What follows belongs to an exercise in optimizing a design on an open flow for small area; a production flow would make more cautious choices. Only simulation tests tie the RTL to the original design; equivalence was not proved. The clock cells of runs 5 and 6 come from the design's own scripts or RTL, not from TritonCTS. The flow treats the clock pin as an ideal source. Dropping or thinning the clock tree relies on that and would not hold on a real chip. No activity file was given, so power comes from the tool's default toggle rates.

==> flow/design.v (outline; a module is shown in full before it is edited, if it fits) <==
// module spr_p1: 2588 lines
// module spr_p2x: 20 lines
// module txt_start: 114 lines
// module txt_go: 177 lines
// module txt_to: 156 lines
// module txt_win: 110 lines
// module txt_digit: 213 lines
// module kof_top: 284 lines
module kof_top(input wire clk, input wire rst, input wire [3:0] btn, input wire ps2d, ps2c,
			input wire [7:0] sw, output wire [3:0] an, output wire [7:0] segment,
			output wire hsync, vsync, output wire [2:0] rgb);
  // ...
==> flow/flow/run.sh <==
#!/bin/bash
# Standard synthesis; then the combinational logic is re-mapped for area with a stronger ABC
# script (registers, their names and cell types are kept), trying a few ABC seeds in parallel
# and keeping the smallest; then the standard layout flow, with small port buffers and a
# clock tree without dummy loads.
set -euo pipefail
LIB=$FLOW_HOME/platforms/sky130hd/lib/sky130_fd_sc_hd__tt_025C_1v80.lib
RES=orfs/results/sky130hd/kof_top/base
T=${DEEPSYN_T:-300}
bash standard.sh synth > synth.log 2>&1
cp $RES/1_2_yosys.v std_synth.v
python3 flow/mk_techmap.py $LIB > cells_comb.v
DU=$(sed -n '/DONT_USE_CELLS/,/^$/p' $FLOW_HOME/platforms/sky130hd/config.mk | grep -o "sky130_fd_sc_hd__[a-z0-9_]*" | sed 's/^/-dont_use /' | tr '\n' ' ')
for S in 0 1 2 3; do
  cat > deep_$S.abc <<EOS
strash
&get -n
&deepsyn -T $T -S $S
&put
dch -f
amap
EOS
  cat > remap_$S.ys <<EOS
read_liberty -lib $LIB
read_verilog std_synth.v
hierarchy -check -top kof_top
techmap -map cells_comb.v
techmap
opt -purge
abc -liberty $LIB $DU -script deep_$S.abc
splitnets
opt_clean -purge
hilomap -singleton -hicell sky130_fd_sc_hd__conb_1 HI -locell sky130_fd_sc_hd__conb_1 LO
insbuf -buf sky130_fd_sc_hd__buf_4 A X
opt_clean -purge
tee -o remap_stat_$S.txt stat -liberty $LIB
write_verilog -noattr -nohex -nodec remap_$S.v
EOS
  yosys -s remap_$S.ys > remap_$S.log 2>&1 &
done
wait
BEST=$(for S in 0 1 2 3; do echo "$(grep 'Chip area' remap_stat_$S.txt | awk '{print $NF}') $S"; done | sort -g | head -1 | awk '{print $2}')
echo "areas:"; grep 'Chip area' remap_stat_*.txt; echo "best seed $BEST"
cp remap_$BEST.v $RES/1_2_yosys.v
rm -f $RES/1_synth.odb $RES/1_synth.sdc
bash standard.sh BUFFER_PORTS_ARGS="-buffer_cell sky130_fd_sc_hd__buf_1" \
  CTS_ARGS="-sink_clustering_enable -repair_clock_nets -dont_use_dummy_load -buf_list sky130_fd_sc_hd__clkbuf_8" finish > finish.log 2>&1
==> flow/flow/mk_techmap.py <==
# Generate a yosys techmap turning combinational sky130 cells into generic logic.
import re, sys
lib = open(sys.argv[1]).read()
out = []
# crude liberty parser: cell blocks
seen = set()
for m in re.finditer(r'\n\s*cell\s*\(\s*"?([\w]+)"?\s*\)\s*\{', lib):
    name = m.group(1)
    if name in seen:
        continue
    seen.add(name)
    # find block end by brace matching
    i = m.end(); depth = 1
    while depth:
        c = lib[i]
        if c == '{': depth += 1
        elif c == '}': depth -= 1
        i += 1
    body = lib[m.end():i]
    if re.search(r'\bff\s*\(|\blatch\s*\(|statetable', body):
        continue
    pins = []
    for pm in re.finditer(r'\n\s*pin\s*\(\s*"?(\w+)"?\s*\)\s*\{', body):
        j = pm.end(); d = 1
        while d:
            c = body[j]
            if c == '{': d += 1
            elif c == '}': d -= 1
            j += 1
        pb = body[pm.end():j]
        dirm = re.search(r'direction\s*:\s*"?(\w+)"?', pb)
        fm = re.search(r'function\s*:\s*"([^"]*)"', pb)
        pins.append((pm.group(1), dirm.group(1) if dirm else None, fm.group(1) if fm else None))
    outs = [p for p in pins if p[1] == 'output']
    ins = [p for p in pins if p[1] == 'input']
    if not outs or any(o[2] is None for o in outs):
        continue
    if re.search(r'three_state|tristate', body):
        continue
    ports = [p[0] for p in ins] + [o[0] for o in outs]
    s = f"module {name}(" + ", ".join(ports) + ");\n"
    for p in ins: s += f"  input {p[0]};\n"
    for o in outs:
        f = o[2].replace('!', '~')
        f = re.sub(r'\)\s*\(', ') & (', f)
        s += f"  output {o[0]};\n  assign {o[0]} = {f};\n"
    s += "endmodule\n"
    out.append(s)
print("\n".join(out))
==> flow/standard.sh <==
#!/bin/bash
# synth_recipe.tcl (not shown) runs the flow's synth.tcl, then flattens the netlist and writes it again
# the make line also repeats each setting of config.mk as NAME=value (left out here)
make -C /OpenROAD-flow-scripts/flow DESIGN_CONFIG=/design/flow/config.mk WORK_HOME=/design/flow/orfs CLKGATE_MAP_FILE= SYNTH_SCRIPT=/design/flow/synth_recipe.tcl "${@:-finish}"
==> flow/config.mk <==
export PLATFORM = sky130hd
export DESIGN_NAME = kof_top
export DESIGN_NICKNAME = kof_top
export VERILOG_FILES = /design/flow/design.v
export SDC_FILE = /design/flow/constraint.sdc
export NUM_CORES = 4
export LEC_CHECK = 0
export CAP_MARGIN = 20
export CORE_MARGIN = 2
export CORE_UTILIZATION = 60
export SLEW_MARGIN = 20
export SYNTH_MEMORY_MAX_BITS = 131072
==> flow/constraint.sdc <==
create_clock -name core_clock -period 20.0 [get_ports {clk}]
set_input_delay 4.0000 -clock core_clock [delete_from_list [all_inputs] [get_ports {clk}]]
set_output_delay 4.0000 -clock core_clock [all_outputs]
set_load 0.01 [all_outputs]
==> run_results.csv, run 1 <==
group,metric,value,unit
power_and_ir_drop,powerSeq,0.000299,W
logic_synthesis,syn_avg_cell_area,7.00,sq um
power_and_ir_drop,power.group.top,"sequential cells",
timing,rsz0062_at_grt,"false",
cells_and_area,diodes,0,
clock_tree,cts_sinks,147,
power_and_ir_drop,clock_power_share,33.7,%
timing,hold_slack,0.415,ns
clock_tree,path_clk_slew,0.09,ns
timing,max_freq,0.138,GHz
clock_tree,root_buffer,"clkbuf_8",
detailed_routing,routed_wl,25800,microns
critical_path,cp_num_buf_inv,5,
cells_and_area,flops_and_latches,147,
global_route,track_usage,34.6,%
critical_path,regToRegStartpoint,"mod2$_SDFF_PP0_",
timing,worst_pin_slew,0.869,ns
timing,fin_crit,7.24,ns
cells_and_area,clkbuf_count,17,
timing,fin_skew,0.0342,ns
power_and_ir_drop,p_switching,0.000121,W
critical_path,rrSetupSlack,12.76,ns
power_and_ir_drop,finalPower,0.000503,W
detailed_routing,drtAntennaViolNets,0,
critical_path,crit_family,"compound AO/OA/AOI/OAI gates",
cells_and_area,nonClkBufAreaFrac,1.45,%
clock_tree,post_cts_buffers,0,
detailed_routing,viasPerCell,6.45,
global_route,antenna_found_initial,0,
status,outcome,"no timing/DRC/antenna violations",
placement,pre_cts_ws,13.28,ns
critical_path,critPathSlowestCell,"o22ai_1",
floorplan,rows,43,
==> inputs of run 2 (changes only) <==
--- a/flow/flow/run.sh
+++ b/flow/flow/run.sh
@@ -46,2 +46,2 @@
 bash standard.sh BUFFER_PORTS_ARGS="-buffer_cell sky130_fd_sc_hd__buf_1" \
-  CTS_ARGS="-sink_clustering_enable -repair_clock_nets -dont_use_dummy_load -buf_list sky130_fd_sc_hd__clkbuf_8" finish > finish.log 2>&1
+  CTS_ARGS="-sink_clustering_enable -repair_clock_nets -dont_use_dummy_load" finish > finish.log 2>&1
==> run 2 against run 1 <==
Net effect: clock power grew about 50%; still clean; worst setup slack got worse by 0.078 ns; largest power group unchanged; wire length rose by 1.6%; critical path depth is the same.
==> run_results.csv, run 2 <==
group,metric,value,unit
critical_path,startpoint_type,"flip-flop",
timing,period_share,36.6,%
floorplan,rows,43,
power_and_ir_drop,p_seq_share,50.9,%
timing,setup_ws,12.69,ns
global_route,grt_max_degree,24,
critical_path,worstSetupEndpointType,"flip-flop",
global_route,track_usage,35.1,%
worst_hold_path,min-delay-path-class,"reg -> reg",
cells_and_area,drive_gt1_share,1.91,%
power_and_ir_drop,p_sw_share,22.7,%
clock_tree,clock_path_buffers,2,
detailed_routing,drtAntennaViolNets,0,
worst_hold_path,worstHoldPathCells,2,
power_and_ir_drop,p_switching,0.000133,W
cells_and_area,top_register,"c1s",
critical_path,path_max_fanout,20,
logic_synthesis,netlist_area,0.00850,sq mm
clock_tree,cts_sinks,147,
cells_and_area,syn_to_final_growth,9.11,%
timing,drv_slew,0,
clock_tree,ctsHoldBuffers,0,
logic_synthesis,synth_fp_nets,1230,
cells_and_area,largest_reg_flops,19,
cells_and_area,mostFrequentLayoutCell,"nor2_1",
placement,portBuffers,21,
power_and_ir_drop,p_leak,2.93,nW
placement,gp_congestion,1.09,
floorplan,dieHeight,123,microns
timing,relSlewSlack,40.3,%
cells_and_area,diodes,0,
timing,fin_crit,7.31,ns
critical_path,critPathKind,"reg -> reg",
timing,fin_setup_tns,0,ns
clock_tree,cts_max_level,4,
power_and_ir_drop,peakVddDrop,0.0540,mV
power_and_ir_drop,power.density,63.3,mW/mm^2
floorplan,io_pins,33,
job,drv_cap,0,
detailed_routing,first_pass_iters,7,
detailed_routing,avgRoutedWirePerCell,18.2,microns
floorplan,dieArea,0.0151,sq mm
detailed_routing,drt_iter0_drc,1095,
timing,worst_pin_slew,0.895,ns
global_route,grt_pass1_vias,8404,
cells_and_area,stdcell_area,0.00927,sq mm
floorplan,die_x,123,microns
clock_tree,path_clk_slew,0.07,ns
floorplan,start_util,61.2,%
placement,pre_cts_ws,13.28,ns
clock_tree,cts_tree,"built",
cells_and_area,nNetsFinal,1276,
clock_tree,clock_latency,0.43,ns
timing,setup_viol_count_final,0,
power_and_ir_drop,clock_power_share,43.2,%
power_and_ir_drop,intPower,0.000454,W
power_and_ir_drop,finalPower,0.000587,W
timing,rsz0062_at_grt,"false",
timing,fin_skew,0.0258,ns
logic_synthesis,postSynthCellCount,1214,
detailed_routing,vias,9345,
detailed_routing,viasPerCell,6.50,
cells_and_area,post-route-util,66.8,%
placement,placed_area,0.00885,sq mm
clock_tree,post_cts_buffers,0,
cells_and_area,fillCellCount,1245,
timing,hold_viol,0,
timing,max_freq,0.137,GHz
global_route,grt_first_pass_wirelength,41700,microns
clock_tree,post_cts_resized,0,
detailed_routing,drcViolationCount,0,
logic_synthesis,yosysWarnings,8,
global_route,grt_overflow,0,
global_route,antenna_found_initial,0,
critical_path,crit_arrival,7.60,ns
cells_and_area,mostFrequentLayoutCells,"277 x nor2_1, 170 x clkinv_1, 135 x dfxtp_1",
placement,dp_hpwl,19500,microns
critical_path,required,20.29,ns
power_and_ir_drop,combPwrFrac,5.9,%
critical_path,rr_worst_depth,27,
floorplan,coreArea,0.0139,sq mm
detailed_routing,routed_wl,26200,microns
clock_tree,root_buffer,"clkbuf_16",
logic_synthesis,syn_avg_cell_area,7.00,sq um
clock_tree,cts_buffers,17,
status,outcome,"no timing/DRC/antenna violations",
cells_and_area,reg_top3,"c1s: 19 flops, cd: 13 flops",
run 2: per-layer routing:
layer | global-route usage [%] | vias to the layer above | part of all wire [%]
met2 | 55.1 | 571 | 44
met3 | 7.75 | 90 | 11
met1 | 46.9 | 4205 | 42
li1 | - | 4479 | -
met4 | 14.0 | 0 | 3.4
met5 | 0 | - | 0
run 2: power by group through the flow:
stage               clock network, W  registers, W  logic [W]
floorplan                          0      0.000305  0.0000213
global placement                   0      0.000305  0.0000327
detailed placement                 0      0.000305  0.0000326
CTS                         0.000256      0.000299  0.0000328
global route                0.000268      0.000299  0.0000369
finish                      0.000254      0.000299  0.0000346
run 2: final timing paths:
check / startpoint / slack (ns) / to
max reg2reg: mod2$_SDFF_PP0_ / 12.69 / rgb_reg[2]$_SDFFE_PP0P_
min: c1s[12]$_SDFF_PP0_ / 0.42 / c1s[13]$_SDFF_PP0_
min reg2reg: c1s[12]$_SDFF_PP0_ / 0.42 / c1s[13]$_SDFF_PP0_
max: mod2$_SDFF_PP0_ / 12.69 / rgb_reg[2]$_SDFFE_PP0P_
run 2: worst max-delay path, cell delays in order, from the launching register on:
cell and delay [ns]:
dfxtp_1 0.33, clkinv_1 0.53, o22ai_1 0.50, nor2_1 0.10, nor2_1 0.15, nor2_1 0.06
a21oi_1 0.40, clkinv_1 0.17, o22ai_1 0.70, clkinv_1 0.37, nor2_1 0.47, clkinv_1 0.18
nor2_1 0.28, clkinv_1 0.17, o21ai_0 0.28, a222oi_1 0.19, a211oi_1 0.47, a221oi_1 0.20
o32ai_1 0.34, a31oi_1 0.08, o2111a_1 0.31, nor2_1 0.11, a21oi_1 0.05, nor2_1 0.24
a21oi_1 0.07, o21a_1 0.19, o21ai_0 0.14, o21ai_0 0.09
run 2: final cells by class:
cell class | instances | area [sq um] | share of cell area [%]
clock buffers | 17 | 425 | 4.59
inverters | 170 | 638 | 6.88
multi-input cells | 896 | 4790 | 51.6
flip-flops and latches | 147 | 3060 | 33.0
well taps | 180 | 225 | 2.43
repair buffers | 28 | 131 | 1.42
run 2: per-stage QoR:
stage / std cells / hold slack [ns]
final: 1438 / 0.415
after global routing: 1438 / 0.439
after CTS: 1438 / 0.420
after detailed placement: 1421 / 0.414
after global placement: 1421 / 0.413
after floorplan: 1214 / 0.385
==> inputs of run 3 (changes only) <==
==> flow/flow/run.sh (replaced) <==
#!/bin/bash
# Standard synthesis; then the combinational logic is re-mapped for area with a stronger ABC
# script (registers, their names and cell types are kept): a few deepsyn seeds run in
# parallel, each result is mapped a few ways, and the smallest netlist is kept. Then the
# standard layout flow, with small port buffers and a clock tree without dummy loads.
set -euo pipefail
LIB=$FLOW_HOME/platforms/sky130hd/lib/sky130_fd_sc_hd__tt_025C_1v80.lib
RES=orfs/results/sky130hd/kof_top/base
T=${DEEPSYN_T:-300}
W=$PWD
bash standard.sh synth > synth.log 2>&1
cp $RES/1_2_yosys.v std_synth.v
python3 flow/mk_techmap.py $LIB > cells_comb.v
DU=$(sed -n '/DONT_USE_CELLS/,/^$/p' $FLOW_HOME/platforms/sky130hd/config.mk | grep -o "sky130_fd_sc_hd__[a-z0-9_]*" | sed 's/^/-dont_use /' | tr '\n' ' ')
remap() {  # remap NAME SCRIPT
  cat > remap_$1.ys <<EOS
read_liberty -lib $LIB
read_verilog std_synth.v
hierarchy -check -top kof_top
techmap -map cells_comb.v
techmap
opt -purge
abc -liberty $LIB $DU -script $2
splitnets
opt_clean -purge
hilomap -singleton -hicell sky130_fd_sc_hd__conb_1 HI -locell sky130_fd_sc_hd__conb_1 LO
insbuf -buf sky130_fd_sc_hd__buf_4 A X
opt_clean -purge
tee -o remap_stat_$1.txt stat -liberty $LIB
write_verilog -noattr -nohex -nodec remap_$1.v
EOS
  yosys -s remap_$1.ys > remap_$1.log 2>&1 || true
}
for S in 0 1 2 3; do
  printf 'strash\n&get -n\n&deepsyn -T %s -S %s\n&put\nwrite_blif %s/deep_%s.blif\ndch -f\namap\n' $T $S $W $S > s${S}_a.abc
  remap s${S}_a s${S}_a.abc &
done
wait
for S in 0 1 2 3; do
  printf 'read_blif %s/deep_%s.blif\nstrash\namap\n' $W $S > s${S}_b.abc
  printf 'read_blif %s/deep_%s.blif\nstrash\namap -F 5 -A 5\n' $W $S > s${S}_c.abc
  printf 'read_blif %s/deep_%s.blif\nstrash\ndch -f\namap -F 5 -A 5\n' $W $S > s${S}_d.abc
  for V in b c d; do remap s${S}_$V s${S}_$V.abc & done
done
wait
grep 'Chip area' remap_stat_*.txt > remap_areas.txt || true
BEST=$(for f in remap_stat_*.txt; do a=$(grep 'Chip area' $f | awk '{print $NF}'); n=${f#remap_stat_}; n=${n%.txt}; [ -n "$a" ] && [ -s remap_$n.v ] && echo "$a $n"; done | sort -g | head -1 | awk '{print $2}')
echo "best $BEST" >> remap_areas.txt
cp remap_$BEST.v $RES/1_2_yosys.v
rm -f $RES/1_synth.odb $RES/1_synth.sdc
bash standard.sh BUFFER_PORTS_ARGS="-buffer_cell sky130_fd_sc_hd__buf_1" \
  CTS_ARGS="-sink_clustering_enable -repair_clock_nets -dont_use_dummy_load -buf_list sky130_fd_sc_hd__clkbuf_8" finish > finish.log 2>&1
==> run 3 against run 2 <==
Net effect: synthesized cell count is 2.0% lower; die area is 0.31% lower; cell area is 2.0% lower; global-route usage is 0.079 points lower; critical path type is now reg -> out.
==> run_results.csv, run 3 <==
group,metric,value,unit
clock_tree,cts_tree,"built",
critical_path,path_max_fanout,8,
global_route,grt_pass1_vias,8226,
timing,rsz0062_at_grt,"false",
cells_and_area,top_register,"c1s",
status,outcome,"no timing/DRC/antenna violations",
timing,setup_viol_count_final,0,
clock_tree,clock_path_buffers,2,
clock_tree,path_clk_slew,0.09,ns
critical_path,required,16.00,ns
timing,fin_setup_tns,0,ns
timing,hold_viol,0,
cells_and_area,stdcell_area,0.00908,sq mm
floorplan,rows,43,
detailed_routing,vias,9317,
cells_and_area,multi_input_area,0.00467,sq mm
clock_tree,root_buffer,"clkbuf_8",
detailed_routing,first_pass_iters,6,
power_and_ir_drop,peakVddDrop,0.0570,mV
critical_path,rr_worst_depth,32,
detailed_routing,routed_wl,26200,microns
power_and_ir_drop,p_seq_share,58.6,%
power_and_ir_drop,p_leak,2.94,nW
power_and_ir_drop,p_sw_share,24.7,%
timing,fin_crit,6.85,ns
detailed_routing,viasPerCell,6.57,
detailed_routing,drt_iter0_drc,1313,
global_route,grt_first_pass_wirelength,41100,microns
power_and_ir_drop,p_switching,0.000126,W
cells_and_area,reg_top3,"c1s: 19 flops, cd: 13 flops",
detailed_routing,drtAntennaViolNets,0,
worst_hold_path,min-delay-path-class,"reg -> reg",
clock_tree,post_cts_resized,0,
cells_and_area,fillCellCount,1260,
cells_and_area,mostFrequentLayoutCells,"215 x nor2_1, 194 x clkinv_1, 135 x dfxtp_1",
logic_synthesis,syn_avg_cell_area,7.12,sq um
timing,worst_pin_slew,0.874,ns
logic_synthesis,synth_fp_nets,1206,
critical_path,critPathKind,"reg -> out",
clock_tree,cts_max_level,4,
floorplan,dieHeight,123,microns
timing,period_share,34.3,%
timing,fin_skew,0.0280,ns
detailed_routing,drcViolationCount,0,
placement,gp_congestion,1.03,
global_route,antenna_found_initial,0,
cells_and_area,largest_reg_flops,19,
logic_synthesis,yosysWarnings,8,
cells_and_area,diodes,0,
clock_tree,post_cts_buffers,0,
timing,relSlewSlack,41.5,%
global_route,grt_overflow,0,
floorplan,start_util,61.3,%
floorplan,coreArea,0.0138,sq mm
placement,placed_area,0.00885,sq mm
timing,max_freq,0.146,GHz
clock_tree,ctsHoldBuffers,0,
power_and_ir_drop,combPwrFrac,7.6,%
power_and_ir_drop,clock_power_share,33.7,%
placement,portBuffers,21,
logic_synthesis,postSynthCellCount,1190,
job,drv_cap,0,
clock_tree,clock_latency,0.46,ns
global_route,grt_max_degree,29,
cells_and_area,mostFrequentLayoutCell,"nor2_1",
power_and_ir_drop,power.density,56.1,mW/mm^2
global_route,track_usage,35.0,%
cells_and_area,regArea,0.00306,sq mm
placement,dp_hpwl,19600,microns
critical_path,startpoint_type,"flip-flop",
detailed_routing,avgRoutedWirePerCell,18.5,microns
clock_tree,cts_sinks,147,
power_and_ir_drop,finalPower,0.000510,W
logic_synthesis,netlist_area,0.00847,sq mm
cells_and_area,syn_to_final_growth,7.24,%
critical_path,worstSetupEndpointType,"output pin",
worst_hold_path,worstHoldPathCells,2,
floorplan,io_pins,33,
cells_and_area,nNetsFinal,1256,
critical_path,crit_arrival,2.85,ns
power_and_ir_drop,intPower,0.000384,W
floorplan,die_x,123,microns
floorplan,dieArea,0.0151,sq mm
cells_and_area,drive_gt1_share,2.26,%
clock_tree,cts_buffers,17,
timing,drv_slew,0,
## run 3: layout make-up
class                      instances  share of cell area, %
clock buffer                      17                   2.58
inverter                         194                   8.02
multi-input combinational        848                   51.4
sequential                       147                   33.7
tap                              180                   2.48
timing repair buffer              32                   1.78
## run 3: through the flow
step / setup slack, ns / utilization [%] / hold WS (ns) / cells
after floorplan: 13.97 / - / 0.401 / 1190
after global placement: 13.44 / 64.0 / 0.408 / 1401
after detailed placement: 13.45 / 64.0 / 0.417 / 1401
after CTS: 13.21 / 65.7 / 0.430 / 1418
after global routing: 12.60 / 65.7 / 0.453 / 1418
final: 13.15 / 65.7 / 0.428 / 1418
## run 3: final timing paths
kind | from | slack [ns] | end
worst max register to register | hc[2]$_SDFFE_PP0P_ | 13.15 | rgb_reg[2]$_SDFFE_PP0P_
worst min register to register | c1s[10]$_SDFF_PP0_ | 0.43 | c1s[11]$_SDFF_PP0_
worst max-delay path | cd[12]$_SDFFE_PP0P_ | 13.15 | segment[2]
worst min-delay path | c1s[10]$_SDFF_PP0_ | 0.43 | c1s[11]$_SDFF_PP0_
## run 3: critical path: stages, from the launching register on
cell	delay, ns
dfxtp_1	0.46
clkinv_1	0.23
nor2_1	0.21
a221oi_1	0.12
nor2b_1	0.17
o21ai_0	0.30
o221ai_1	0.19
a31oi_1	0.32
o22ai_1	0.15
nor2_1	0.11
buf_1	0.15
## run 3: per-layer routing
metal  global-route usage (%)  up-vias  part of all wire [%]
li1                         -     4459                     -
met1                     45.3     4278                    42
met2                     54.8      479                    44
met3                     7.90      101                   9.1
met4                     17.5        0                   4.5
met5                        0        -                     0
## run 3: power by group through the flow
| stage | clock network (W) | logic (W) | registers [W] |
|---|---|---|---|
| 4_1_cts | 0.000173 | 0.0000370 | 0.000299 |
| 2_1_floorplan | 0 | 0.0000239 | 0.000306 |
| 3_3_place_gp | 0 | 0.0000374 | 0.000305 |
| 5_1_grt | 0.000183 | 0.0000419 | 0.000299 |
| 3_5_place_dp | 0 | 0.0000368 | 0.000306 |
| 6_report | 0.000172 | 0.0000388 | 0.000299 |
==> module kof_top, before the edit <==
module kof_top(input wire clk, input wire rst, input wire [3:0] btn, input wire ps2d, ps2c,
			input wire [7:0] sw, output wire [3:0] an, output wire [7:0] segment,
			output wire hsync, vsync, output wire [2:0] rgb);
	wire grst = rst | ~sw[0];           
	reg mod2;
	reg [9:0] hc, vc;
	reg hs, vs;
	wire h_end = (hc == 10'd799);
	wire v_end = (vc == 10'd524);
	always @(posedge clk)
		if (rst) begin
			mod2 <= 1'b0; hc <= 10'd0; vc <= 10'd0;
		end else begin
			mod2 <= ~mod2;
			if (mod2) hc <= h_end ? 10'd0 : hc + 10'd1;
			if (mod2 & h_end) vc <= v_end ? 10'd0 : vc + 10'd1;
		end
	always @(posedge clk) begin
		hs <= (hc >= 10'd656) && (hc <= 10'd751);
		vs <= (vc >= 10'd513) && (vc <= 10'd514);
	end
	assign hsync = hs;
	assign vsync = vs;
	wire video_on = (hc < 10'd640) && (vc < 10'd480);
	wire frame = (vc == 10'd481) && (hc == 10'd0) && ~mod2;
	reg [1:0] gs;
	reg over, timeout;
	wire gs_start = (gs == 2'd0);
	wire gs_run = (gs == 2'd1);
	always @(posedge clk)
		if (grst) gs <= 2'd0;
		else case (gs)
			2'd0: gs <= 2'd1;
			2'd1: if (over) gs <= 2'd3; else if (timeout) gs <= 2'd2;
			default: ;
		endcase
	wire greset = rst | gs_start;        
	reg pr;                              
	reg pdec;                            
	reg pdm;                             
	reg [2:0] t1L;
	reg [3:0] t0L;
	reg [3:0] b1L, b2L;
	reg [2:0] hv;                        
	reg [3:0] R;                         
	reg [2:0] t1;
	reg [3:0] t0;
	always @(*) begin
		t1 = t1L; t0 = t0L;
		if (pr) begin t1 = 3'd6; t0 = 4'd0; end
		else if (pdec) begin
			if (t0L == 4'd0) begin t0 = 4'd9; t1 = t1L - 3'd1; end
			else t0 = t0L - 4'd1;
		end
	end
	wire tzero = (t1 == 3'd0) && (t0 == 4'd0);
	reg [18:0] c1s;
	wire sec = (c1s == 19'h0fbf1);
	always @(posedge clk)
		if (greset | sec) c1s <= 19'd0;
		else c1s <= {c1s[17:0], ~(c1s[18] ^ c1s[17])};
	wire c1p = R[3] | (R[2] ? (b1L <= 4'd10) : (b1L == 4'd0));
	wire c2p = R[1] | (R[0] ? (b2L <= 4'd10) : (b2L == 4'd0));
	wire [3:0] b1 = pr ? 4'd15 : ~pdm ? b1L : c1p ? 4'd0 : R[2] ? b1L - 4'd10 : b1L;
	wire [3:0] b2 = pr ? 4'd15 : ~pdm ? b2L : c2p ? 4'd0 : R[0] ? b2L - 4'd10 : b2L;
	wire dmg = (hv == 3'd0);
	wire c1 = (dmg & R[3]) | ((dmg & R[2]) ? (b1 <= 4'd10) : (b1 == 4'd0));
	wire c2 = (dmg & R[1]) | ((dmg & R[0]) ? (b2 <= 4'd10) : (b2 == 4'd0));
	always @(posedge clk) begin
		pr <= greset;
		pdec <= ~greset & gs_run & ~tzero & sec;
		pdm <= ~greset & frame & gs_run & dmg;
		t1L <= t1; t0L <= t0;
		b1L <= b1; b2L <= b2;
	end
	always @(posedge clk)
		if (greset) begin
			timeout <= 1'b0; over <= 1'b0;
		end else begin
			if (gs_run & tzero) timeout <= 1'b1;
			if (frame & gs_run & (c1 | c2)) over <= 1'b1;
		end
	always @(posedge clk)
		if (grst) hv <= 3'd7;
		else if (frame & ~gs_start) hv <= (hv == 3'd5) ? 3'd0 : (hv == 3'd7) ? 3'd1 : hv + 3'd1;
	wire [3:0] hitn;
	always @(posedge clk)
		if (frame & ~gs_start & (hv == 3'd4)) R <= gs_run ? hitn : 4'd0;
	reg [12:0] cd;
	always @(posedge clk)
		if (rst) cd <= 13'd0;
		else if (mod2 && (hc[4:0] == 5'd31)) cd <= cd + 13'd1;
	wire [1:0] sel = cd[12:11];
	assign an = ~(4'b0001 << sel);
	wire [3:0] dv = sel[1] ? b1L : b2L;
	wire tens = (dv >= 4'd10);
	wire [3:0] units = tens ? dv - 4'd10 : dv;
	wire [3:0] digit = sel[0] ? {3'b000, tens} : units;
	reg [6:0] seg;
	always @(*)
		case (digit)
			4'd0: seg = 7'b1000000;
			4'd1: seg = 7'b1111001;
			4'd2: seg = 7'b0100100;
			4'd3: seg = 7'b0110000;
			4'd4: seg = 7'b0011001;
			4'd5: seg = 7'b0010010;
			4'd6: seg = 7'b0000010;
			4'd7: seg = 7'b1111000;
			4'd8: seg = 7'b0000000;
			4'd9: seg = 7'b0010000;
			4'd10: seg = 7'b0001000;
			4'd11: seg = 7'b0000011;
			4'd12: seg = 7'b1000110;
			4'd13: seg = 7'b0100001;
			4'd14: seg = 7'b0000110;
			default: seg = 7'b0001110;
		endcase
	assign segment = {1'b1, seg};
	reg s0, s1, s2, s3;
	wire ne = ~s0 & ~s1 & s2 & s3;
	reg [3:0] cnt;
	reg nsh;
	reg [7:0] din;
	reg kbrk, kexp, kdone;
	reg [3:0] rs;
	reg kb;                              
	reg [3:0] asc;                       
	reg [3:0] cls;
	always @(*) begin
		cls = 4'd0;
		if (~kexp)
			case (din)
				8'h23: cls = 4'b1000;    
				8'h1C: cls = 4'b1001;    
				8'h1D: cls = 4'b1010;    
				8'h1B: cls = 4'b1011;    
				default: cls = 4'd0;
			endcase
		else
			case (din)
				8'h6B: cls = 4'b1100;    
				8'h74: cls = 4'b1101;    
				8'h75: cls = 4'b1110;    
				8'h72: cls = 4'b1111;    
				default: cls = 4'd0;
			endcase
	end
	always @(posedge clk) nsh <= ne;
	always @(posedge clk)
		if (nsh && (cnt >= 4'd2) && (cnt <= 4'd9)) din <= {ps2d, din[7:1]};
	always @(posedge clk)
		if (grst) begin
			s0 <= 1'b0; s1 <= 1'b0; s2 <= 1'b0; s3 <= 1'b0;
			cnt <= 4'd0;
			kbrk <= 1'b0; kexp <= 1'b0; kdone <= 1'b0;
			kb <= 1'b0; rs <= 4'd0; asc <= 4'd0;
		end else begin
			s0 <= ps2c; s1 <= s0; s2 <= s1; s3 <= s2;
			if (cnt == 4'd11) cnt <= 4'd0;
			else if (ne) cnt <= cnt + 4'd1;
			kdone <= (cnt == 4'd11) && (din != 8'hE0) && (din != 8'hF0);
			if (cnt == 4'd11) begin
				if (din == 8'hE0) kexp <= 1'b1;
				else if (din == 8'hF0) kbrk <= 1'b1;
			end
			if (kdone) begin
				kb <= kbrk;
				kbrk <= 1'b0;
			end
			rs <= {rs[2:0], kdone};
			if (rs[3]) begin
				kexp <= 1'b0;
				if (~kb) asc <= cls;
			end
		end
	wire [3:0] act = (~kb & asc[3]) ? asc : 4'd0;
	reg [7:0] x1, x2;
	reg [2:0] a1, a2;
	reg [1:0] f1, f2;
	reg dl1, dl2;
	reg [2:0] a1n, a2n;
	reg [1:0] f1n, f2n;
	reg dl1n, dl2n;
	reg [7:0] x1n, x2n;
	reg p1f, p1b;
	wire [7:0] dx = x2 - x1;
	wire hitc = (dx < 8'd16);             
	assign hitn = {(a2 == 3'd3) && (f2 == 2'd2) && hitc, (a2 == 3'd4) && (f2 == 2'd2) && hitc,
	                   (a1 == 3'd3) && (f1 == 2'd2) && hitc, (a1 == 3'd4) && (f1 == 2'd2) && hitc};
	always @(*) begin
		a1n = a1; f1n = f1; dl1n = dl1;
		a2n = a2; f2n = f2; dl2n = dl2;
		if (a1 == 3'd0) begin
			if (act[3] & ~act[2]) begin a1n = {1'b0, act[1:0]} + 3'd1; f1n = 2'd0; end
		end else if (f1 != 2'd3) begin
			if (dl1) begin f1n = f1 + 2'd1; dl1n = 1'b0; end
			else dl1n = 1'b1;
		end else begin
			a1n = 3'd0; f1n = 2'd0; dl1n = 1'b0;
		end
		if (a2 == 3'd0) begin
			if (act[3] & act[2]) begin a2n = {1'b0, act[1:0]} + 3'd1; f2n = 2'd0; end
		end else if (f2 != 2'd3) begin
			if (dl2) begin f2n = f2 + 2'd1; dl2n = 1'b0; end
			else dl2n = 1'b1;
		end else begin
			a2n = 3'd0; f2n = 2'd0; dl2n = 1'b0;
		end
		x1n = x1;
		p1f = (a1n == 3'd1) && (dx >= 8'd9);
		p1b = (a1n == 3'd2) && (x1 > 8'd8);
		if (p1f) x1n = x1 + 8'd1;
		else if (p1b) x1n = x1 - 8'd1;
		x2n = x2;
		if ((a2n == 3'd1) && (p1f ? (dx >= 8'd10) : p1b ? (dx >= 8'd8) : (dx >= 8'd9))) x2n = x2 - 8'd1;
		else if ((a2n == 3'd2) && (x2 <= 8'd138)) x2n = x2 + 8'd1;
	end
	always @(posedge clk)
		if (rst | (frame & ~gs[0])) begin
			x1 <= 8'd25; x2 <= 8'd37;
			a1 <= 3'd0; f1 <= 2'd0; dl1 <= 1'b0;
			a2 <= 3'd0; f2 <= 2'd0; dl2 <= 1'b0;
		end else if (frame & gs_run) begin
			x1 <= x1n; x2 <= x2n;
			a1 <= a1n; f1 <= f1n; dl1 <= dl1n;
			a2 <= a2n; f2 <= f2n; dl2 <= dl2n;
		end
	wire [9:0] ry = vc - 10'd380;
	wire on_y = (vc >= 10'd380) && (vc <= 10'd444);
	wire [10:0] dxs = {1'b0, hc} - {1'b0, (mod2 ? {x2, 2'b10} : {x1, 2'b00})};
	wire s_on = on_y && ~dxs[10] && ((dxs[9:6] == 4'd0) || (dxs[9:0] == 10'd64));
	wire [1:0] qb, qx;
	spr_p1 sp(.a(mod2 ? a2 : a1), .f(mod2 ? f2 : f1), .row(ry[5:2]), .col(mod2 ? ~dxs[5:2] : dxs[5:2]), .q(qb));
	spr_p2x sx(.a(a2), .f(f2), .row(ry[5:2]), .col(dxs[5:2]), .q(qx));
	reg [1:0] q1r;
	always @(posedge clk) q1r <= s_on ? qb : 2'b11;
	wire [1:0] q1 = q1r;
	wire [1:0] q2 = {qb[0], qb[1]} ^ qx;
	wire p1_vis = (q1 != 2'b11);
	wire p2_vis = s_on && (q2 != 2'b11);
	wire bar_y = (vc >= 10'd10) && (vc <= 10'd60);
	wire p1bar = bar_y && (hc >= 10'd10) && (hc <= 10'd210);
	wire p2bar = bar_y && (hc >= 10'd330) && (hc <= 10'd530);
	wire red1 = (hc <= 10'd10 + {5'd0, b1, 1'b0});
	wire red2 = (hc >= 10'd530 - {5'd0, b2, 1'b0});
	wire ground = (vc >= 10'd444);
	reg [2:0] grgb;
	always @(*)
		if (p1_vis) grgb = {q1[1], q1[0], q1[0]};
		else if (p2_vis) grgb = {q2[1], q2[1], q2[0]};
		else if (p1bar) grgb = red1 ? 3'b100 : 3'b111;
		else if (p2bar) grgb = red2 ? 3'b100 : 3'b111;
		else if (ground) grgb = 3'b010;
		else grgb = 3'b111;
	wire [4:0] X5 = hc[9:5];
	wire [4:0] Y5 = vc[9:5];
	wire br_start = gs_start && (Y5 == 5'd4) && (X5 >= 5'd5) && (X5 <= 5'd9);
	wire br_go = (gs == 2'd3) && (Y5 == 5'd4) && (X5 >= 5'd4) && (X5 <= 5'd12);
	wire br_to = (gs == 2'd2) && (Y5 == 5'd4) && (X5 >= 5'd4) && (X5 <= 5'd10);
	wire br_win = gs[1] && (Y5 == 5'd6) && (X5 >= 5'd5) && (X5 <= 5'd10);
	wire br_time = (Y5 == 5'd1) && (X5 >= 5'd7) && (X5 <= 5'd8);
	wire p1wins = (b2 == 4'd0);
	wire txt = br_start | br_go | br_to | br_win | br_time;
	wire txt_real = br_start | br_go | br_to | (br_win & p1wins) | br_time;
	wire [7:0] c0row = 8'b00011000;
	wire tb_start, tb_go, tb_to, tb_win, tb_dig;
	txt_start u_ts(.x(X5), .r(vc[4:2]), .c(hc[4:2]), .q(tb_start));
	txt_go u_tg(.x(X5), .r(vc[4:2]), .c(hc[4:2]), .q(tb_go));
	txt_to u_tt(.x(X5), .r(vc[4:2]), .c(hc[4:2]), .q(tb_to));
	txt_win u_tw(.x(X5), .r(vc[4:2]), .c(hc[4:2]), .q(tb_win));
	txt_digit u_td(.d((X5 == 5'd7) ? {1'b0, t1L} : t0L), .r(vc[4:2]), .c(hc[4:2]), .q(tb_dig));
	wire tbit = br_start ? tb_start : br_go ? tb_go : br_to ? tb_to : (br_win & p1wins) ? tb_win :
	            br_time ? tb_dig : c0row[~hc[4:2]];
	reg fbit;
	always @(posedge clk) fbit <= tbit;
	wire [2:0] frgb = (txt_real & fbit) ? 3'b000 : 3'b111;
	wire [2:0] rgb_next = ~video_on ? 3'b000 : txt ? frgb : grgb;
	reg [2:0] rgb_reg;
	always @(posedge clk)
		if (rst | sw[1]) rgb_reg <= 3'b000;
		else if (mod2) rgb_reg <= rgb_next;
	assign rgb = rgb_reg;
endmodule
==> inputs of run 4 (changes only) <==
--- a/flow/design.v
+++ b/flow/design.v
@@ -3444,5 +3444,7 @@
 	wire [3:0] b2 = pr ? 4'd15 : ~pdm ? b2L : c2p ? 4'd0 : R[0] ? b2L - 4'd10 : b2L;
+	wire [3:0] b1v = pr ? 4'd15 : b1L;
+	wire [3:0] b2v = pr ? 4'd15 : b2L;
 	wire dmg = (hv == 3'd0);
-	wire c1 = (dmg & R[3]) | ((dmg & R[2]) ? (b1 <= 4'd10) : (b1 == 4'd0));
-	wire c2 = (dmg & R[1]) | ((dmg & R[0]) ? (b2 <= 4'd10) : (b2 == 4'd0));
+	wire c1 = (dmg & R[3]) | ((dmg & R[2]) ? (b1v <= 4'd10) : (b1v == 4'd0));
+	wire c2 = (dmg & R[1]) | ((dmg & R[0]) ? (b2v <= 4'd10) : (b2v == 4'd0));
 	always @(posedge clk) begin
@@ -3623,4 +3625,4 @@
 	wire p2bar = bar_y && (hc >= 10'd330) && (hc <= 10'd530);
-	wire red1 = (hc <= 10'd10 + {5'd0, b1, 1'b0});
-	wire red2 = (hc >= 10'd530 - {5'd0, b2, 1'b0});
+	wire red1 = (hc <= 10'd10 + {5'd0, b1v, 1'b0});
+	wire red2 = (hc >= 10'd530 - {5'd0, b2v, 1'b0});
 	wire ground = (vc >= 10'd444);
@@ -3641,3 +3643,3 @@
 	wire br_time = (Y5 == 5'd1) && (X5 >= 5'd7) && (X5 <= 5'd8);
-	wire p1wins = (b2 == 4'd0);
+	wire p1wins = (b2v == 4'd0);
 	wire txt = br_start | br_go | br_to | br_win | br_time;
==> run 4 against run 3 <==
Net effect: non-clock buffer count down 4; core utilization down 0.22 points; die area unchanged; sequential cell count unchanged; worst hold slack worse by 0.0056 ns; highest routed layer unchanged; sequential share of layout area up 0.11 points.
==> run_results.csv, run 4 <==
group,metric,value,unit
status,outcome,"no timing/DRC/antenna violations",
worst_hold_path,min_from,"c1s[6]$_SDFF_PP0_",
cells_and_area,top_register,"c1s",
global_route,gr-usage-met1,45.1,%
critical_path,startpoint_type,"flip-flop",
cells_and_area,diodes,0,
floorplan,io_pins,33,
cells_and_area,nNetsFinal,1262,
timing,relSlewSlack,35.8,%
global_route,use_met2,54.2,%
critical_path,critPathLaunch,"cd[12]$_SDFFE_PP0P_",
critical_path,required,16.00,ns
clock_tree,cts_tree,"built",
power_and_ir_drop,p_leak,2.90,nW
timing,rsz0062_at_grt,"false",
cells_and_area,mostFrequentLayoutCell,"nor2_1",
cells_and_area,drive_gt1_share,1.93,%
power_and_ir_drop,p_seq_share,58.7,%
clock_tree,cts_buffers,17,
timing,drv_slew,0,
detailed_routing,avgRoutedWirePerCell,18.1,microns
clock_tree,clock_path_buffers,2,
clock_tree,cts_sinks,147,
placement,pre_cts_ws,13.21,ns
critical_path,regToRegStartpoint,"hc[2]$_SDFFE_PP0P_",
clock_tree,path_clk_slew,0.10,ns
floorplan,rows,43,
power_and_ir_drop,peakVddDrop,0.0542,mV
floorplan,dieHeight,123,microns
floorplan,dieArea,0.0151,sq mm
global_route,grt_first_pass_wirelength,41000,microns
logic_synthesis,yosysWarnings,8,
timing,hold_viol,0,
clock_tree,ctsHoldBuffers,0,
critical_path,crit_arrival,3.11,ns
timing,fin_setup_tns,0,ns
timing,worst_pin_slew,0.963,ns
global_route,use_met3,8.27,%
timing,max_freq,0.141,GHz
timing,period_share,35.5,%
timing,setup_viol_count_final,0,
worst_hold_path,min-delay-path-class,"reg -> reg",
global_route,grt_pass1_vias,8301,
detailed_routing,routed_wl,25800,microns
floorplan,coreArea,0.0138,sq mm
cells_and_area,syn_to_final_growth,6.88,%
cells_and_area,fillCellCount,1277,
clock_tree,cts_max_level,4,
detailed_routing,drtAntennaViolNets,0,
logic_synthesis,netlist_area,0.00847,sq mm
placement,placed_area,0.00882,sq mm
global_route,grt_max_degree,25,
detailed_routing,viasPerCell,6.64,
critical_path,critPathKind,"reg -> out",
placement,portBuffers,21,
logic_synthesis,postSynthCellCount,1200,
job,drv_cap,0,
power_and_ir_drop,power.density,56.1,mW/mm^2
power_and_ir_drop,combPwrFrac,7.3,%
power_and_ir_drop,clock_power_share,34.0,%
global_route,grt-busiest-layer,"met2",
timing,fin_skew,0.0376,ns
clock_tree,root_buffer,"clkbuf_8",
critical_path,path_max_fanout,8,
detailed_routing,first_pass_iters,7,
cells_and_area,reg_top3,"c1s: 19 flops, cd: 13 flops",
power_and_ir_drop,p_sw_share,24.6,%
clock_tree,post_cts_buffers,0,
cells_and_area,mostFrequentLayoutCells,"229 x nor2_1, 178 x clkinv_1, 135 x dfxtp_1",
logic_synthesis,syn_avg_cell_area,7.06,sq um
placement,gp_congestion,1.05,
timing,setup_ws,12.89,ns
placement,dp_hpwl,19100,microns
floorplan,start_util,61.3,%
cells_and_area,stdcell_area,0.00905,sq mm
timing,fin_crit,7.11,ns
detailed_routing,drt_iter0_drc,1063,
floorplan,die_x,123,microns
logic_synthesis,synth_fp_nets,1216,
clock_tree,clock_latency,0.47,ns
power_and_ir_drop,intPower,0.000383,W
global_route,grt_overflow,0,
cells_and_area,largest_reg_flops,19,
detailed_routing,drcViolationCount,0,
clock_tree,post_cts_resized,0,
global_route,track_usage,34.6,%
cells_and_area,post-route-util,65.5,%
detailed_routing,vias,9453,
global_route,antenna_found_initial,0,
critical_path,worstSetupEndpointType,"output pin",
power_and_ir_drop,p_switching,0.000125,W
[run 4: layer usage]
layer	routed length, microns	share of wire (%)
met4	1180	4.6
met5	0	0
met2	11300	44
met1	10400	40
met3	2880	11
[run 4: cell type report]
type / instances / area [sq um] / area share, %
clock buffers: 17 / 234 / 2.58
well taps: 180 / 225 / 2.49
inverters: 178 / 668 / 7.38
flip-flops and latches: 147 / 3060 / 33.8
multi-input cells: 874 / 4730 / 52.3
repair buffers: 28 / 131 / 1.45
[run 4: final timing paths]
path | slack (ns) | endpoint | cells after the start
hold reg to reg | 0.42 | c1s[7]$_SDFF_PP0_ | 2
setup / recovery | 12.89 | segment[2] | 11
hold / removal | 0.42 | c1s[7]$_SDFF_PP0_ | 2
setup reg to reg | 12.91 | rgb_reg[2]$_SDFFE_PP0P_ | 28
[run 4: critical path, cell delays in order, from the launching register on]
cell      delay [ns]
dfxtp_1         0.46
clkinv_1        0.24
o22ai_1         0.37
clkinv_1        0.15
nor2_1          0.18
nor2_1          0.05
o21ai_0         0.23
o221ai_1        0.20
a22oi_1         0.32
o21ai_0         0.18
nor2b_1         0.13
buf_1           0.15
[run 4: power groups by stage]
stage / registers [W] / clock network, W / logic [W]
final: 0.000298 / 0.000173 / 0.0000370
after global routing: 0.000298 / 0.000184 / 0.0000403
after CTS: 0.000298 / 0.000175 / 0.0000358
after detailed placement: 0.000305 / 0 / 0.0000356
after global placement: 0.000305 / 0 / 0.0000358
after floorplan: 0.000305 / 0 / 0.0000242
[run 4: per-stage QoR]
stage | instances | power [W] | hold WS, ns
detailed placement | 1407 | 0.000341 | 0.413
CTS | 1424 | 0.000509 | 0.426
finish | 1424 | 0.000508 | 0.423
global route | 1424 | 0.000523 | 0.436
floorplan | 1200 | 0.000329 | 0.398
global placement | 1407 | 0.000341 | 0.406
==> inputs of run 5 (changes only) <==
--- a/flow/flow/run.sh
+++ b/flow/flow/run.sh
@@ -4,3 +4,3 @@
 # parallel, each result is mapped a few ways, and the smallest netlist is kept. Then the
-# standard layout flow, with small port buffers and a clock tree without dummy loads.
+# standard layout flow, with small port buffers and a smaller clock tree.
 set -euo pipefail
@@ -8,3 +8,3 @@
 RES=orfs/results/sky130hd/kof_top/base
-T=${DEEPSYN_T:-300}
+T=${DEEPSYN_T:-600}
 W=$PWD
@@ -50,3 +50,7 @@
 rm -f $RES/1_synth.odb $RES/1_synth.sdc
+# clock tree: after ORFS's CTS, flow/clock_tree.tcl rebuilds it as one clkbuf_8 root driving
+# CT_NB clkbuf_8 buffers, each driving one positional cluster of flip-flops
+export CT_NB=12 CT_LEAF=sky130_fd_sc_hd__clkbuf_8 CT_ROOT=sky130_fd_sc_hd__clkbuf_8
 bash standard.sh BUFFER_PORTS_ARGS="-buffer_cell sky130_fd_sc_hd__buf_1" \
-  CTS_ARGS="-sink_clustering_enable -repair_clock_nets -dont_use_dummy_load -buf_list sky130_fd_sc_hd__clkbuf_8" finish > finish.log 2>&1
+  CTS_ARGS="-sink_clustering_enable -repair_clock_nets -dont_use_dummy_load -buf_list sky130_fd_sc_hd__clkbuf_8" \
+  POST_CTS_TCL=$W/flow/clock_tree.tcl finish > finish.log 2>&1
==> flow/flow/clock_tree.tcl (new file) <==
# Run after ORFS's clock tree synthesis (POST_CTS_TCL): replace its tree by a clkbuf root
# (CT_ROOT, optional) driving CT_NB buffers (CT_LEAF), each driving one positional cluster of
# the flip-flops; the clock port drives only the root (or the CT_NB <= 4 buffers).
set NB [expr {[info exists ::env(CT_NB)] ? $::env(CT_NB) : 4}]
set LEAF [expr {[info exists ::env(CT_LEAF)] ? $::env(CT_LEAF) : "sky130_fd_sc_hd__clkbuf_16"}]
set ROOT [expr {[info exists ::env(CT_ROOT)] ? $::env(CT_ROOT) : ""}]
set block [ord::get_db_block]
set clknet [$block findNet clk]
set bufm [[ord::get_db] findMaster $LEAF]
# walk the tree from the clock port: buffers to remove, flip-flop clock pins to reconnect
set sinks {}
set oldbufs {}
set oldnets {}
set todo [list $clknet]
while {[llength $todo]} {
  set net [lindex $todo 0]
  set todo [lrange $todo 1 end]
  foreach it [$net getITerms] {
    if {![$it isInputSignal]} { continue }
    set inst [$it getInst]
    set mname [[$inst getMaster] getName]
    if {[string match "sky130_fd_sc_hd__clkbuf_*" $mname] || [string match "sky130_fd_sc_hd__clkinv_*" $mname] && [string match "clk*" [$inst getName]]} {
      if {[lsearch -exact $oldbufs $inst] < 0} {
        lappend oldbufs $inst
        foreach ot [$inst getITerms] {
          if {[$ot isOutputSignal] && [$ot getNet] ne "NULL"} {
            lappend oldnets [$ot getNet]
            lappend todo [$ot getNet]
          }
        }
      }
    } else {
      lappend sinks $it
    }
  }
}
puts "clock_tree.tcl: [llength $sinks] sinks, removing [llength $oldbufs] buffers"
foreach it $sinks { $it disconnect }
foreach inst $oldbufs { odb::dbInst_destroy $inst }
foreach net $oldnets { odb::dbNet_destroy $net }
# sink positions
set pts {}
foreach it $sinks {
  set b [[$it getInst] getBBox]
  lappend pts [list [expr {([$b xMin] + [$b xMax]) / 2}] [expr {([$b yMin] + [$b yMax]) / 2}]]
}
# k-means, started from sinks spread along x+y
set n [llength $pts]
set order [lsort -integer -indices [lmap p $pts {expr {[lindex $p 0] + [lindex $p 1]}}]]
set cent {}
for {set k 0} {$k < $NB} {incr k} {
  lappend cent [lindex $pts [lindex $order [expr {int(($k + 0.5) * $n / $NB)}]]]
}
for {set iter 0} {$iter < 30} {incr iter} {
  set asg {}
  foreach p $pts {
    set best 0; set bd 1e30
    for {set k 0} {$k < $NB} {incr k} {
      set c [lindex $cent $k]
      set d [expr {abs([lindex $p 0] - [lindex $c 0]) + abs([lindex $p 1] - [lindex $c 1])}]
      if {$d < $bd} { set bd $d; set best $k }
    }
    lappend asg $best
  }
  set nc {}
  for {set k 0} {$k < $NB} {incr k} {
    set sx 0; set sy 0; set cnt 0
    foreach p $pts a $asg { if {$a == $k} { incr sx [lindex $p 0]; incr sy [lindex $p 1]; incr cnt } }
    if {$cnt} { lappend nc [list [expr {$sx / $cnt}] [expr {$sy / $cnt}]] } else { lappend nc [lindex $cent $k] }
  }
  set cent $nc
}
set drv $clknet
if {$ROOT ne ""} {
  set rb [odb::dbInst_create $block [[ord::get_db] findMaster $ROOT] "clkbuf_root"]
  set drv [odb::dbNet_create $block "clk_root"]
  $drv setSigType CLOCK
  [$rb findITerm A] connect $clknet
  [$rb findITerm X] connect $drv
  set sx 0; set sy 0
  foreach c $cent { incr sx [lindex $c 0]; incr sy [lindex $c 1] }
  $rb setLocation [expr {$sx / $NB}] [expr {$sy / $NB}]
  $rb setPlacementStatus PLACED
}
for {set k 0} {$k < $NB} {incr k} {
  set buf [odb::dbInst_create $block $bufm "clkbuf_leaf_$k"]
  set net [odb::dbNet_create $block "clk_leaf_$k"]
  $net setSigType CLOCK
  [$buf findITerm A] connect $drv
  [$buf findITerm X] connect $net
  foreach it $sinks a $asg { if {$a == $k} { $it connect $net } }
  set c [lindex $cent $k]
  $buf setLocation [lindex $c 0] [lindex $c 1]
  $buf setPlacementStatus PLACED
}
detailed_placement
check_placement -verbose
estimate_parasitics -placement
report_clock_skew
==> run 5 against run 4 <==
Net effect: core utilization shrank 0.58 points; area after synthesis shrank 0.21%; global-route usage shrank 0.60 points; register-to-register slack gained 0.12 ns; clock skew grew 0.014 ns; still clean on timing, DRC and antenna; first-iteration DRC count shrank 9.5%; sequential power is essentially flat; largest power group unchanged.
==> run_results.csv, run 5 <==
group,metric,value,unit
status,outcome,"no timing/DRC/antenna violations",
global_route,track_usage,34.0,%
floorplan,dieHeight,123,microns
timing,drv_slew,0,
power_and_ir_drop,p_leak,2.91,nW
global_route,antenna_found_initial,0,
global_route,grt_pass1_vias,8330,
placement,dp_hpwl,19300,microns
cells_and_area,drive_gt1_share,1.53,%
timing,relSlewSlack,37.9,%
detailed_routing,first_pass_iters,5,
logic_synthesis,postSynthCellCount,1202,
critical_path,required,20.40,ns
logic_synthesis,yosysWarnings,8,
floorplan,start_util,61.1,%
worst_hold_path,min-delay-path-class,"reg -> reg",
placement,portBuffers,21,
cells_and_area,mostFrequentLayoutCell,"nor2_1",
timing,rsz0062_at_grt,"false",
detailed_routing,routed_wl,25700,microns
clock_tree,cts_sinks,147,
floorplan,coreArea,0.0138,sq mm
critical_path,path_cells,"clkinv_1 -> o22ai_1 -> nor2_1 -> a21o_1 -> nor2_1 -> nor2_1 -> nand2_1 -> o21ai_0 -> o21ai_0 -> clkinv_1 -> o311ai_0 -> clkinv_1 -> a311oi_1 -> o21ai_0 -> o21ai_0 -> o32a_1 -> o21ai_0 -> nor2_1 -> nor2b_1 -> o221ai_1 -> o21a_1 -> nor2_1 -> o32ai_1",
timing,hold_viol,0,
timing,setup_viol_count_final,0,
logic_synthesis,synth_fp_nets,1218,
job,drv_cap,0,
clock_tree,clock_latency,0.49,ns
power_and_ir_drop,finalPower,0.000499,W
cells_and_area,top_register,"c1s",
cells_and_area,final_cells,1421,
cells_and_area,mostFrequentLayoutCells,"241 x nor2_1, 178 x clkinv_1, 135 x dfxtp_1",
timing,fin_setup_tns,0,ns
critical_path,crit_arrival,7.37,ns
timing,max_freq,0.143,GHz
timing,period_share,34.9,%
critical_path,path_max_fanout,22,
detailed_routing,drtAntennaViolNets,0,
floorplan,io_pins,33,
detailed_routing,drcViolationCount,0,
detailed_routing,drt_iter0_drc,962,
clock_tree,path_clk_slew,0.10,ns
placement,dp.cells,1408,
logic_synthesis,netlist_area,0.00845,sq mm
global_route,grt_max_degree,31,
power_and_ir_drop,peakVddDrop,0.0550,mV
detailed_routing,avgRoutedWirePerCell,18.1,microns
critical_path,critPathKind,"reg -> reg",
critical_path,worstSetupEndpointType,"flip-flop",
power_and_ir_drop,power.density,55.6,mW/mm^2
floorplan,rows,43,
cells_and_area,nNetsFinal,1259,
cells_and_area,post-route-util,64.9,%
detailed_routing,vias,9179,
floorplan,dieArea,0.0151,sq mm
cells_and_area,reg_top3,"c1s: 19 flops, cd: 13 flops",
cells_and_area,largest_reg_flops,19,
placement,gp_congestion,0.997,
cells_and_area,syn_to_final_growth,6.16,%
timing,fin_crit,6.97,ns
floorplan,die_x,123,microns
cells_and_area,diodes,0,
global_route,grt_first_pass_wirelength,41200,microns
timing,fin_skew,0.0520,ns
critical_path,critPathSlowestCell,"dfxtp_1",
critical_path,max_stage_delay,0.79,ns
global_route,grt_overflow,0,
detailed_routing,viasPerCell,6.46,
logic_synthesis,syn_avg_cell_area,7.03,sq um
timing,worst_pin_slew,0.921,ns
critical_path,startpoint_type,"flip-flop",
[run 5: power breakdown]
group          switching [W]  internal [W]
Combinational      0.0000350     0.0000146
Clock              0.0000920     0.0000576
Sequential        0.00000224      0.000297
[run 5: area by class of cell]
cell class | instances | area (sq um)
inverter | 178 | 668
tap | 180 | 225
multi-input combinational | 876 | 4710
fill | 1251 | 4850
buffer | 13 | 179
timing repair buffer | 27 | 124
sequential | 147 | 3060
[run 5: worst max-delay path: cells and delay by family, from the launching register on]
family,cells,cell delay (ns)
buf+inv,3,1.62
compound gates,13,3.93
simple gates,7,0.58
flops,1,0.79
[run 5: path summary, 6_finish.rpt]
check | startpoint | to | slack [ns] | cells after the start
hold reg to reg | c1s[1]$_SDFF_PP0_ | c1s[2]$_SDFF_PP0_ | 0.43 | 2
setup / recovery | mod2$_SDFF_PP0_ | rgb_reg[2]$_SDFFE_PP0P_ | 13.03 | 23
setup reg to reg | mod2$_SDFF_PP0_ | rgb_reg[2]$_SDFFE_PP0P_ | 13.03 | 23
hold / removal | c1s[1]$_SDFF_PP0_ | c1s[2]$_SDFF_PP0_ | 0.43 | 2
[run 5: metal layers]
metal  up-vias  global-route usage (%)  share of wire [%]
li1       4443                       -                  -
met1      4190                    45.5                 43
met2       451                    52.8                 43
met3        95                    6.60                8.8
met4         0                    15.6                4.5
met5         -                       0                  0
[run 5: metrics by stage]
step                instance area, sq um  setup slack, ns  hold slack [ns]
floorplan                           8450            13.98            0.393
finish                              8970            13.03            0.431
detailed placement                  8790            13.24            0.417
global placement                    8790            13.23            0.404
global route                        8970            12.44            0.448
==> inputs of run 6 (changes only) <==
--- a/flow/flow/run.sh
+++ b/flow/flow/run.sh
@@ -1,6 +1,2 @@
 #!/bin/bash
-# Standard synthesis; then the combinational logic is re-mapped for area with a stronger ABC
-# script (registers, their names and cell types are kept): a few deepsyn seeds run in
-# parallel, each result is mapped a few ways, and the smallest netlist is kept. Then the
-# standard layout flow, with small port buffers and a smaller clock tree.
 set -euo pipefail
@@ -8,3 +4,4 @@
 RES=orfs/results/sky130hd/kof_top/base
-T=${DEEPSYN_T:-600}
+T=${DEEPSYN_T:-300}
+T2=${DEEPSYN_T2:-300}
 W=$PWD
@@ -33,12 +30,24 @@
 }
+best_of() {  # print the name of the smallest remap_<name>.v among the given names
+  for n in "$@"; do a=$(grep 'Chip area' remap_stat_$n.txt 2>/dev/null | awk '{print $NF}'); [ -n "$a" ] && [ -s remap_$n.v ] && echo "$a $n"; done | sort -g | head -1 | awk '{print $2}'
+}
+# round 1: deepsyn from the standard netlist, 4 seeds
 for S in 0 1 2 3; do
-  printf 'strash\n&get -n\n&deepsyn -T %s -S %s\n&put\nwrite_blif %s/deep_%s.blif\ndch -f\namap\n' $T $S $W $S > s${S}_a.abc
-  remap s${S}_a s${S}_a.abc &
+  printf 'strash\n&get -n\n&deepsyn -T %s -S %s\n&put\nwrite_blif %s/deep_r1_%s.blif\namap\n' $T $S $W $S > r1_$S.abc
+  remap r1_$S r1_$S.abc &
 done
 wait
-for S in 0 1 2 3; do
-  printf 'read_blif %s/deep_%s.blif\nstrash\namap\n' $W $S > s${S}_b.abc
-  printf 'read_blif %s/deep_%s.blif\nstrash\namap -F 5 -A 5\n' $W $S > s${S}_c.abc
-  printf 'read_blif %s/deep_%s.blif\nstrash\ndch -f\namap -F 5 -A 5\n' $W $S > s${S}_d.abc
-  for V in b c d; do remap s${S}_$V s${S}_$V.abc & done
+B1=$(best_of r1_0 r1_1 r1_2 r1_3); B1=${B1#r1_}
+# round 2: deepsyn again from round 1's best, 4 other seeds
+for S in 4 5 6 7; do
+  printf 'read_blif %s/deep_r1_%s.blif\nstrash\n&get -n\n&deepsyn -T %s -S %s\n&put\nwrite_blif %s/deep_r2_%s.blif\namap\n' $W $B1 $T2 $S $W $S > r2_$S.abc
+  remap r2_$S r2_$S.abc &
+done
+wait
+# each round-2 result mapped a few more ways
+for S in 4 5 6 7; do
+  printf 'read_blif %s/deep_r2_%s.blif\nstrash\ndch -f\namap\n' $W $S > r2_${S}_b.abc
+  printf 'read_blif %s/deep_r2_%s.blif\nstrash\namap -F 5 -A 5\n' $W $S > r2_${S}_c.abc
+  printf 'read_blif %s/deep_r2_%s.blif\nstrash\ndch -f\namap -F 5 -A 5\n' $W $S > r2_${S}_d.abc
+  for V in b c d; do remap r2_${S}_$V r2_${S}_$V.abc & done
 done
==> run 6 against run 5 <==
Net effect: still clean; register-to-register slack got worse by 0.33 ns; global-route usage down 0.56 points; synthesized cell count down 1.5%; sequential power is essentially flat; clock skew is 0.017 ns lower; first-iteration DRC count is 14% higher; critical path type unchanged; critical endpoint unchanged; largest power group unchanged.
==> run_results.csv, run 6 <==
group,metric,value,unit
status,outcome,"no timing/DRC/antenna violations",
cells_and_area,diodes,0,
logic_synthesis,synth_fp_nets,1200,
critical_path,critPathLaunch,"mod2$_SDFF_PP0_",
critical_path,crit_arrival,7.68,ns
detailed_routing,vias,9063,
critical_path,regToRegStartpoint,"mod2$_SDFF_PP0_",
cells_and_area,nNetsFinal,1241,
critical_path,required,20.38,ns
global_route,grt_overflow,0,
cells_and_area,top_register,"c1s",
floorplan,die_x,122,microns
global_route,grt_pass1_vias,7988,
placement,gp_congestion,1.04,
global_route,track_usage,33.4,%
logic_synthesis,yosysWarnings,8,
cells_and_area,mostFrequentLayoutCells,"227 x nor2_1, 174 x clkinv_1, 135 x dfxtp_1",
timing,hold_viol,0,
floorplan,io_pins,33,
cells_and_area,syn_to_final_growth,6.21,%
critical_path,worstSetupPathDepth,25,
logic_synthesis,postSynthCellCount,1184,
critical_path,rrSetupSlack,12.70,ns
placement,portBuffers,21,
critical_path,path_max_fanout,27,
timing,hold_slack,0.414,ns
cells_and_area,stdcell_area,0.00890,sq mm
floorplan,start_util,60.9,%
timing,fin_skew,0.0352,ns
placement,placed_area,0.00872,sq mm
global_route,antenna_found_initial,0,
worst_hold_path,min-delay-path-class,"reg -> reg",
global_route,grt_max_degree,28,
job,drv_cap,0,
clock_tree,cts_sinks,147,
global_route,grt_first_pass_wirelength,40100,microns
cells_and_area,largest_reg_flops,19,
floorplan,coreArea,0.0138,sq mm
timing,relSlewSlack,33.9,%
critical_path,startpoint_type,"flip-flop",
timing,setup_viol_count_final,0,
critical_path,crit_family,"compound AO/OA/AOI/OAI gates",
timing,fin_crit,7.30,ns
detailed_routing,viasPerCell,6.46,
critical_path,r2r_end,"rgb_reg[2]$_SDFFE_PP0P_",
critical_path,critPathKind,"reg -> reg",
timing,fin_setup_tns,0,ns
floorplan,dieArea,0.0149,sq mm
floorplan,dieHeight,122,microns
critical_path,endpoint,"rgb_reg[2]$_SDFFE_PP0P_",
detailed_routing,drtAntennaViolNets,0,
worst_hold_path,min_from,"c1s[2]$_SDFF_PP0_",
timing,max_freq,0.137,GHz
critical_path,worstSetupEndpointType,"flip-flop",
critical_path,critPathSlowestCell,"a31oi_1",
power_and_ir_drop,peakVddDrop,0.0643,mV
detailed_routing,avgRoutedWirePerCell,18.0,microns
detailed_routing,first_pass_iters,6,
power_and_ir_drop,p_leak,2.80,nW
critical_path,crit_top_cell,"o21ai_0",
worst_hold_path,worstHoldPathCells,2,
cells_and_area,reg_top3,"c1s: 19 flops, cd: 13 flops",
timing,rsz0062_at_grt,"false",
power_and_ir_drop,power.density,53.9,mW/mm^2
placement,dp_hpwl,19100,microns
timing,drv_slew,0,
detailed_routing,routed_wl,25300,microns
clock_tree,clock_latency,0.45,ns
timing,worst_pin_slew,0.986,ns
critical_path,rr_worst_depth,25,
clock_tree,path_clk_slew,0.10,ns
cells_and_area,mostFrequentLayoutCell,"nor2_1",
logic_synthesis,syn_avg_cell_area,7.08,sq um
logic_synthesis,netlist_area,0.00838,sq mm
timing,period_share,36.5,%
critical_path,cp_num_buf_inv,5,
critical_path,max_stage_delay,0.73,ns
cells_and_area,drive_gt1_share,1.55,%
floorplan,rows,43,
detailed_routing,drcViolationCount,0,
detailed_routing,drt_iter0_drc,1095,
-- run 6: power by group --
| group | internal, W | switching (W) | leakage, nW | total (W) |
|---|---|---|---|---|
| clock network | 0.0000578 | 0.0000903 | 0.0935 | 0.000148 |
| logic | 0.00000892 | 0.0000244 | 1.52 | 0.0000334 |
| registers | 0.000297 | 0.00000118 | 1.19 | 0.000298 |
-- run 6: how the worst min path moves through the flow --
| stage | endpoint | slack [ns] |
|---|---|---|
| 3_5_place_dp | kexp$_SDFFE_PP0P_ | 0.42 |
| 3_3_place_gp | c1s[9]$_SDFF_PP0_ | 0.41 |
| 2_1_floorplan | c1s[7]$_SDFF_PP0_ | 0.40 |
| 6_report | c1s[3]$_SDFF_PP0_ | 0.41 |
| 5_1_grt | c1s[3]$_SDFF_PP0_ | 0.43 |
-- run 6: worst reg2reg max path: stages (launching register included) --
cell	delay [ns]
dfxtp_1	0.31
buf_4	0.30
clkinv_1	0.56
o22ai_1	0.48
nor2_1	0.09
o21ai_0	0.23
a21oi_1	0.07
a31oi_1	0.73
clkinv_1	0.51
nor2_1	0.53
clkinv_1	0.26
o21ai_0	0.17
o22ai_1	0.13
a2111oi_0	0.59
or3_1	0.23
a21oi_1	0.08
o21ai_0	0.28
clkinv_1	0.10
o311ai_0	0.40
nor4_1	0.09
o21ai_0	0.17
o21ai_0	0.17
o221ai_1	0.35
a21boi_0	0.22
o221ai_1	0.12
o21ai_0	0.12
-- run 6: area by class of cell --
type	instances	area, sq um
buffer	13	179
multi-input combinational	862	4660
sequential	147	3060
tap	180	225
timing repair buffer	27	124
inverter	174	653
fill	1230	4870
-- run 6: routing by layer --
layer  track usage, %  vias up  share of wire, %
li1                 -     4405                 -
met1             45.3     4124                43
met2             54.5      451                45
met3             5.48       83               8.8
met4             10.6        0               3.7
met5                0        -                 0
-- run 6: through the flow --
stage	setup WS [ns]	std cells	utilization, %	power [W]
final	12.70	1403	64.6	0.000480
after global routing	11.97	1403	64.6	0.000494
after detailed placement	13.01	1390	63.3	0.000337
after global placement	12.97	1390	63.3	0.000337
after floorplan	14.11	1184	-	0.000326

==> afterwards: timing with drivers on the ports <==
The flow's constraints put no driver on any port. The routed layouts listed below were extracted and timed again, unchanged, in two steps. Step 1: set_driving_cell puts a clkbuf_16 on clk and a buf_2 on each other input, an assumption about the parent block. Step 2 times the ports against the registers' clock, not the clock port: input delays grow and output delays shrink by t, the midpoint of the rising clock arrivals with the driver on. Three values: ideal, step 1, step 2; two values: the first two.
run	t, ns	setup WS [ns]	hold WS [ns]
run 1	0.485	12.765 / 12.765 / 12.765	0.415 / 0.415 / 0.415
run 2	0.463	12.687 / 12.687 / 12.687	0.415 / 0.415 / 0.415
run 3	0.488	13.145 / 13.105 / 13.153	0.428 / 0.428 / 0.428
run 4	0.490	12.894 / 12.856 / 12.906	0.423 / 0.423 / 0.423
run 5	0.504	13.028 / 13.028 / 13.028	0.431 / 0.431 / 0.431
run 6	0.467	12.699 / 12.699 / 12.699	0.414 / 0.414 / 0.414
After both steps setup and hold are still met in every run listed.
